Context: an optimization exercise on an open-source flow, tuned for small area. The choices shown serve that exercise and are no tape-out recipe.
At most, simulation tests tie the RTL to the original design; equivalence was not proved.
Power figures rest on the tool's default switching activity, not on a simulated workload.

==> module alu16, before the edit <==
module alu16(clk, rst, a, b, ctrl, res, R15);
	input clk, rst;
	input [15:0] a, b;
	input [3:0] ctrl;
	output reg [15:0] res;
	output reg [15:0] R15;
	wire [15:0] sum, quo, rem;
	wire [31:0] prod;
	reg [15:0] res_d, R15_d;
	ALU u_alu(.a(a), .b(b), .ctrl(ctrl), .sum(sum), .prod(prod), .quo(quo), .rem(rem));
	always @(*) begin
		res_d = res;
		R15_d = R15;
		case (ctrl)
			4'd0, 4'd1: res_d = sum;
			4'd2: {R15_d, res_d} = prod;
			4'd3: begin res_d = quo; R15_d = rem; end
			4'd4: res_d = a & b;
			4'd5: res_d = a | b;
			default: ;
		endcase
	end
	always @(posedge clk, negedge rst) begin
		if (~rst) begin
			res <= 16'h0000;
			R15 <= 16'h0000;
		end
		else begin
			res <= res_d;
			R15 <= R15_d;
		end
	end
endmodule
Settings: LEC_CHECK=0, CAP_MARGIN=20, CORE_MARGIN=2, CORE_UTILIZATION=40, SETUP_SLACK_MARGIN=-1.0, SLEW_MARGIN=20, SYNTH_HIERARCHICAL=1, SYNTH_MINIMUM_KEEP_SIZE=0; clock period 40.0 ns.
standard.sh (not shown) runs the stock make flow with config.mk's settings and CLKGATE_MAP_FILE= SYNTH_SCRIPT=/design/flow/synth_recipe.tcl, a recipe that flattens the netlist after the stock synthesis.
==> flow/flow/run.sh <==
#!/bin/bash
cp standard.sh standard_sh_copy.txt
export BUFFER_PORTS_ARGS="-buffer_cell sky130_fd_sc_hd__buf_1"
bash standard.sh > standard.log 2>&1
Change:
--- a/flow/design.v
+++ b/flow/design.v
@@ -1463,34 +1463,49 @@
 	output [15:0] sum, quo, rem;
 	output [31:0] prod;
 	mul16 u_mul (.a(a), .b(b), .prod(prod));
 	div16 u_div (.a(a), .b(b), .quo(quo), .rem(rem));
 	addsub16 u_add (.a(a), .b(b), .sub(ctrl[0]), .y(sum));
 endmodule
+module osel_r (s_as, s_mul, s_div, s_lg, s_hold, c0, sum, p, quo, a, b, res, y);
+	input s_as, s_mul, s_div, s_lg, s_hold, c0, sum, p, quo, a, b, res;
+	output y;
+	wire lg = (a & b) | (c0 & (a | b));
+	assign y = (s_as & sum) | (s_mul & p) | (s_div & quo) | (s_lg & lg) | (s_hold & res);
+endmodule
+module osel_h (s_mul, s_div, s_hold, p, rem, r15, y);
+	input s_mul, s_div, s_hold, p, rem, r15;
+	output y;
+	assign y = (s_mul & p) | (s_div & rem) | (s_hold & r15);
+endmodule
 module alu16(clk, rst, a, b, ctrl, res, R15);
 	input clk, rst;
 	input [15:0] a, b;
 	input [3:0] ctrl;
 	output reg [15:0] res;
 	output reg [15:0] R15;
 	wire [15:0] sum, quo, rem;
 	wire [31:0] prod;
-	reg [15:0] res_d, R15_d;
+	wire [15:0] res_d, R15_d;
 	ALU u_alu(.a(a), .b(b), .ctrl(ctrl), .sum(sum), .prod(prod), .quo(quo), .rem(rem));
-	always @(*) begin
-		res_d = res;
-		R15_d = R15;
-		case (ctrl)
-			4'd0, 4'd1: res_d = sum;
-			4'd2: {R15_d, res_d} = prod;
-			4'd3: begin res_d = quo; R15_d = rem; end
-			4'd4: res_d = a & b;
-			4'd5: res_d = a | b;
-			default: ;
-		endcase
-	end
+	wire s_as = ctrl[3:1] == 3'b000;
+	wire s_mul = ctrl == 4'd2;
+	wire s_div = ctrl == 4'd3;
+	wire s_lg = ctrl[3:1] == 3'b010;
+	wire s_hold = ~(s_as | s_mul | s_div | s_lg);
+	wire s_hold_h = ~(s_mul | s_div);
+	genvar g;
+	generate
+		for (g = 0; g < 16; g = g + 1) begin : o
+			osel_r ur (.s_as(s_as), .s_mul(s_mul), .s_div(s_div), .s_lg(s_lg), .s_hold(s_hold),
+				.c0(ctrl[0]), .sum(sum[g]), .p(prod[g]), .quo(quo[g]), .a(a[g]), .b(b[g]),
+				.res(res[g]), .y(res_d[g]));
+			osel_h uh (.s_mul(s_mul), .s_div(s_div), .s_hold(s_hold_h), .p(prod[g+16]),
+				.rem(rem[g]), .r15(R15[g]), .y(R15_d[g]));
+		end
+	endgenerate
 	always @(posedge clk, negedge rst) begin
 		if (~rst) begin
 			res <= 16'h0000;
 			R15 <= 16'h0000;
 		end
 		else begin
=> Total power shrinks by roughly a tenth; cell area came out higher slightly; final cell count goes down slightly; utilization is higher by 1.4 points; flip-flop and latch count is unchanged; register-to-register slack loses 70 ps; wire length goes up by a few percent; clock power went down by roughly a tenth.
Only the layout flow was run in the second run of this note; the RTL was not checked for function there.

[separate check: timing with driven ports]
In the flow no input, the clock included, has a driving cell. The finished layouts below were timed again as built, in two steps. Step 1 sets driving cells, clkbuf_16 on the clock port and buf_2 on the other inputs (assumed; they add their load-dependent delay and slew). Step 2 adds t to the input delays and takes it off the output delays; t is the mean of the earliest and latest rising clock arrival at the registers after step 1. Input paths then give back, and output paths get back, about the clock's delay inside the block. Three values: ideal, step 1, step 2; two values: the first two.
| run | t, ns | slack for setup (ns) | worst setup path after step 2 | latest minus earliest clock arrival (ns) |
|---|---|---|---|---|
| the first run | 0.333 | 1.161 / 1.181 / 0.848 | input to register | 0.007 / 0.007 |
| the second run | 0.346 | 1.089 / 1.113 / 0.768 | input to register | 0.005 / 0.005 |
After both steps every run listed still meets setup and hold. For the second run, which loses most, drivers alone change the setup slack by +0.024 ns; drivers and shift together by -0.321 ns.
